This design comes from an exercise in tuning for small area and a short achievable clock period on the open sky130 flow, not from production work. Only simulation tests tie the RTL to the original design; equivalence was not proved. Power is estimated from default activity; no workload was simulated.

// rat_round
module rat_round #(parameter WIDTH=32) (
        input clk,
        input rst,
        input [WIDTH-1:0] in_num,
        input [WIDTH-1:0] in_den,
        output wire [WIDTH-1:0] out_num,
        output wire [WIDTH-1:0] out_den,
        output wire rdy
    );
    reg rdy_a, rdy_b, rdy_c;
    always @(posedge clk) begin
        if (rst) begin
            rdy_a <= 1'b0;
            rdy_b <= 1'b0;
            rdy_c <= 1'b0;
        end else begin
            rdy_a <= 1'b1;
            rdy_b <= rdy_a;
            rdy_c <= rdy_b;
        end
    end
    assign rdy = rdy_c;
    assign out_den = 1;
    wire        neg = in_den[31];
    wire [31:0] n0 = neg ? -in_num : in_num;
    wire [31:0] d0 = neg ? -in_den : in_den;
    wire [0:0] x31 = n0[31];
    wire r31_g0 = ~x31[0] & d0[0];
    wire r31_e0 = ~(x31[0] ^ d0[0]);
    wire q31 = ~r31_g0 & ~|d0[31:1];
    wire [0:0] p31;
    assign p31[0] = q31 ? (r31_e0 ~^ 1'b0) : x31[0];
    wire [31:31] qq31 = q31;
    wire [1:0] x30 = {p31, n0[30]};
    wire r30_g0 = ~x30[0] & d0[0];
    wire r30_e0 = ~(x30[0] ^ d0[0]);
    wire r30_g1 = ~x30[1] & d0[1];
    wire r30_e1 = ~(x30[1] ^ d0[1]);
    wire r30g_1 = r30_g1 | (r30_e1 & r30_g0);
    wire r30p_2 = r30_e1 & r30_e0;
    wire q30 = ~r30g_1 & ~|d0[31:2];
    wire [1:0] p30;
    assign p30[0] = q30 ? (r30_e0 ~^ 1'b0) : x30[0];
    assign p30[1] = q30 ? (r30_e1 ~^ r30_g0) : x30[1];
    wire [31:30] qq30 = {qq31, q30};
    wire [2:0] x29 = {p30, n0[29]};
    wire r29_g0 = ~x29[0] & d0[0];
    wire r29_e0 = ~(x29[0] ^ d0[0]);
    wire r29_g1 = ~x29[1] & d0[1];
    wire r29_e1 = ~(x29[1] ^ d0[1]);
    wire r29_g2 = ~x29[2] & d0[2];
    wire r29_e2 = ~(x29[2] ^ d0[2]);
    wire r29g_3 = r29_g1 | (r29_e1 & r29_g0);
    wire r29p_4 = r29_e1 & r29_e0;
    wire r29g_5 = r29_g2 | (r29_e2 & r29g_3);
    wire r29p_6 = r29_e2 & r29p_4;
    wire q29 = ~r29g_5 & ~|d0[31:3];
    wire [2:0] p29;
    assign p29[0] = q29 ? (r29_e0 ~^ 1'b0) : x29[0];
  ...
Size: about 5,600 cells after synthesis, ~250 flip-flops, roughly 130 I/O pins.
==> flow/config.mk <==
export PLATFORM = sky130hd
export DESIGN_NAME = rat_round
export DESIGN_NICKNAME = rat_round
export VERILOG_FILES = /design/flow/design.v
export SDC_FILE = /design/flow/constraint.sdc
export NUM_CORES = 4
export LEC_CHECK = 0
export ABC_AREA = 1
export CAP_MARGIN = 0
export CORE_MARGIN = 2
export CORE_UTILIZATION = 60
export CTS_BUF_LIST = sky130_fd_sc_hd__clkbuf_16
export CTS_CLUSTER_DIAMETER = 100
export CTS_CLUSTER_SIZE = 22
export GPL_ROUTABILITY_DRIVEN = 0
export PLACE_DENSITY = 0.85
export SLEW_MARGIN = 70
==> flow/constraint.sdc <==
create_clock -name core_clock -period 72.0 [get_ports {clk}]
set_input_delay 14.4000 -clock core_clock [delete_from_list [all_inputs] [get_ports {clk}]]
set_output_delay 14.4000 -clock core_clock [all_outputs]
set_load 0.01 [all_outputs]
standard.sh (not shown) runs the stock make flow with config.mk's settings and CLKGATE_MAP_FILE= SYNTH_SCRIPT=/design/flow/synth_recipe.tcl, a recipe that flattens the netlist after the stock synthesis.
==> flow/flow/run.sh <==
#!/bin/bash
# Own layout flow: the standard synthesis and layout (standard.sh), except
# that the input and output ports are buffered with buf_2 cells rather than the
# clkdlybuf4s50 delay buffer that buffer_ports picks by itself.
set -euo pipefail
cd "$(dirname "$(readlink -f "$0")")/.."
bash standard.sh synth > flow_synth.log 2>&1
bash standard.sh "BUFFER_PORTS_ARGS=-buffer_cell sky130_fd_sc_hd__buf_2" finish > flow_layout.log 2>&1
Change:
Settings changed: CAP_MARGIN 0 to 20, PLACE_DENSITY 0.85 to 0.65.
After rerunning: Total power falls by 1.6%. Area after synthesis does not change. Clock-buffer cell count stays the same. Sequential power is about the same. Global-route usage rises by 1.3 points. Final area stays flat. Routed wire length rises by 2.0%. Sequential cell count is unchanged. Synthesized cell count is unchanged.
Change:
Settings changed: PLACE_DENSITY 0.65 to 0.85, SLEW_MARGIN 70 to 75.
The changed run finished with timing, DRC and antenna clean. Worst hold slack loses 0.0089 ns. Wire length shrinks by 0.49%. Combinational power barely changes. Via count came out higher by 4.4%. Synthesized cell count does not change.
Change:
Settings changed: SLEW_MARGIN 75 to 80.
The changed run finished clean.
Area after synthesis is unchanged.
Core utilization is higher by 1.7 points.
Worst setup slack gets worse by 0.88 ns.

rat_round, a different RTL version from the one above (not shown whole).
Size in the first run: about 250 flip-flops, ~130 I/O pins, ~37,000 sq um of cells after synthesis.
export LEC_CHECK = 0
export ABC_AREA = 1
export CAP_MARGIN = 20
export CORE_MARGIN = 2
export CORE_UTILIZATION = 60
export CTS_BUF_LIST = sky130_fd_sc_hd__clkbuf_4 sky130_fd_sc_hd__clkbuf_8
export GPL_ROUTABILITY_DRIVEN = 0
export PLACE_DENSITY = 0.85
export SLEW_MARGIN = 80
create_clock -name core_clock -period 72.0 [get_ports {clk}]
==> flow/flow/run.sh <==
#!/bin/bash
# Own layout flow: the standard synthesis and layout (standard.sh), except
# that the input and output ports are buffered with buf_2 cells rather than the
# clkdlybuf4s50 delay buffer that buffer_ports picks by itself, and that the
# layout steps after synthesis may not use the delay cells (clkdlybuf, dlygate,
# dlymetal) as ordinary buffers either.  The platform's own don't-use list is
# repeated because a make variable on the command line replaces it.
set -euo pipefail
cd "$(dirname "$(readlink -f "$0")")/.."
bash standard.sh synth > flow_synth.log 2>&1
DU="sky130_fd_sc_hd__probe_p_8 sky130_fd_sc_hd__probec_p_8 sky130_fd_sc_hd__lpflow_bleeder_1 sky130_fd_sc_hd__lpflow_clkbufkapwr_1 sky130_fd_sc_hd__lpflow_clkbufkapwr_16 sky130_fd_sc_hd__lpflow_clkbufkapwr_2 sky130_fd_sc_hd__lpflow_clkbufkapwr_4 sky130_fd_sc_hd__lpflow_clkbufkapwr_8 sky130_fd_sc_hd__lpflow_clkinvkapwr_1 sky130_fd_sc_hd__lpflow_clkinvkapwr_16 sky130_fd_sc_hd__lpflow_clkinvkapwr_2 sky130_fd_sc_hd__lpflow_clkinvkapwr_4 sky130_fd_sc_hd__lpflow_clkinvkapwr_8 sky130_fd_sc_hd__lpflow_decapkapwr_12 sky130_fd_sc_hd__lpflow_decapkapwr_3 sky130_fd_sc_hd__lpflow_decapkapwr_4 sky130_fd_sc_hd__lpflow_decapkapwr_6 sky130_fd_sc_hd__lpflow_decapkapwr_8 sky130_fd_sc_hd__lpflow_inputiso0n_1 sky130_fd_sc_hd__lpflow_inputiso0p_1 sky130_fd_sc_hd__lpflow_inputiso1n_1 sky130_fd_sc_hd__lpflow_inputiso1p_1 sky130_fd_sc_hd__lpflow_inputisolatch_1 sky130_fd_sc_hd__lpflow_isobufsrc_1 sky130_fd_sc_hd__lpflow_isobufsrc_16 sky130_fd_sc_hd__lpflow_isobufsrc_2 sky130_fd_sc_hd__lpflow_isobufsrc_4 sky130_fd_sc_hd__lpflow_isobufsrc_8 sky130_fd_sc_hd__lpflow_isobufsrckapwr_16 sky130_fd_sc_hd__lpflow_lsbuf_lh_hl_isowell_tap_1 sky130_fd_sc_hd__lpflow_lsbuf_lh_hl_isowell_tap_2 sky130_fd_sc_hd__lpflow_lsbuf_lh_hl_isowell_tap_4 sky130_fd_sc_hd__lpflow_lsbuf_lh_isowell_4 sky130_fd_sc_hd__lpflow_lsbuf_lh_isowell_tap_1 sky130_fd_sc_hd__lpflow_lsbuf_lh_isowell_tap_2 sky130_fd_sc_hd__lpflow_lsbuf_lh_isowell_tap_4"
DLY="sky130_fd_sc_hd__clkdlybuf4s15_1 sky130_fd_sc_hd__clkdlybuf4s15_2 sky130_fd_sc_hd__clkdlybuf4s18_1 sky130_fd_sc_hd__clkdlybuf4s18_2 sky130_fd_sc_hd__clkdlybuf4s25_1 sky130_fd_sc_hd__clkdlybuf4s25_2 sky130_fd_sc_hd__clkdlybuf4s50_1 sky130_fd_sc_hd__clkdlybuf4s50_2 sky130_fd_sc_hd__dlygate4sd1_1 sky130_fd_sc_hd__dlygate4sd2_1 sky130_fd_sc_hd__dlygate4sd3_1 sky130_fd_sc_hd__dlymetal6s2s_1 sky130_fd_sc_hd__dlymetal6s4s_1 sky130_fd_sc_hd__dlymetal6s6s_1"
bash standard.sh "BUFFER_PORTS_ARGS=-buffer_cell sky130_fd_sc_hd__buf_2" \
  "DONT_USE_CELLS=$DU $DLY" \
  finish > flow_layout.log 2>&1
The starting point finished clean.
Next try:
==> flow/flow/run.sh (replaced) <==
#!/bin/bash
# Own layout flow: the standard synthesis and layout (standard.sh), except
# that the input and output ports are buffered with buf_2 cells rather than the
# clkdlybuf4s50 delay buffer that buffer_ports picks by itself.
set -euo pipefail
cd "$(dirname "$(readlink -f "$0")")/.."
bash standard.sh synth > flow_synth.log 2>&1
bash standard.sh "BUFFER_PORTS_ARGS=-buffer_cell sky130_fd_sc_hd__buf_2" finish > flow_layout.log 2>&1
Outcome: The changed run produced a clean layout. Via count decreases by 1.6%. Cell area hardly moves. Synthesized cell count is unchanged. Synthesized area stays the same. Routed wire length decreases by 2.7%. Worst hold slack stays flat. Core utilization decreases by 0.15 points.
Next try:
==> flow/run.sh (new file) <==
#!/bin/bash
# synth_recipe.tcl (not shown) runs the flow's synth.tcl, then flattens the netlist and writes it again
# the make line also repeats each setting of config.mk as NAME=value (left out here)
make -C /OpenROAD-flow-scripts/flow DESIGN_CONFIG=/design/flow/config.mk WORK_HOME=/design/flow/orfs CLKGATE_MAP_FILE= SYNTH_SCRIPT=/design/flow/synth_recipe.tcl finish
removed: flow/flow/run.sh
removed: flow/standard.sh
First-iteration DRC count rose by 0.91%.
Clock skew rose by 0.0082 ns.
Synthesized cell count does not change.
Wire length stays flat.
Power rose by 1.1%.
Critical path depth fell by 1.

==> what the ideal ports hide <==
The flow's constraints put no driver on any port. The routed layouts listed below were extracted and timed again, unchanged, in two steps.
Step 1 sets driving cells, clkbuf_16 on the clock port and buf_2 on the other inputs (assumed; they add their load-dependent delay and slew).
Step 2 moves the port delays by t, midway between the first and last clock arrival at a register: inputs arrive t later, outputs are due t later. That takes back most of the time a late clock gives input paths.
Slacks: no drivers / after step 1 / after step 2; pairs: no drivers / after step 1.
run	shift t [ns]	setup slack, ns	cell pins on the clock port's net
the first run of note 1	0.585	46.308 / 46.308 / 46.308	1
the second run of note 1	0.603	45.801 / 45.737 / 45.885	1
the third run of note 1	0.585	46.390 / 46.390 / 46.390	1
the fourth run of note 1	0.588	45.508 / 45.449 / 46.037	1
the first run of note 2	0.702	45.562 / 45.562 / 45.248	1
the second run of note 2	0.695	45.462 / 45.405 / 44.927	1
the third run of note 2	0.698	45.226 / 45.168 / 44.901	1
After both steps every run listed still meets setup and hold. For the second run of note 2, which loses most, drivers alone change the setup slack by -0.057 ns; drivers and shift together by -0.535 ns.
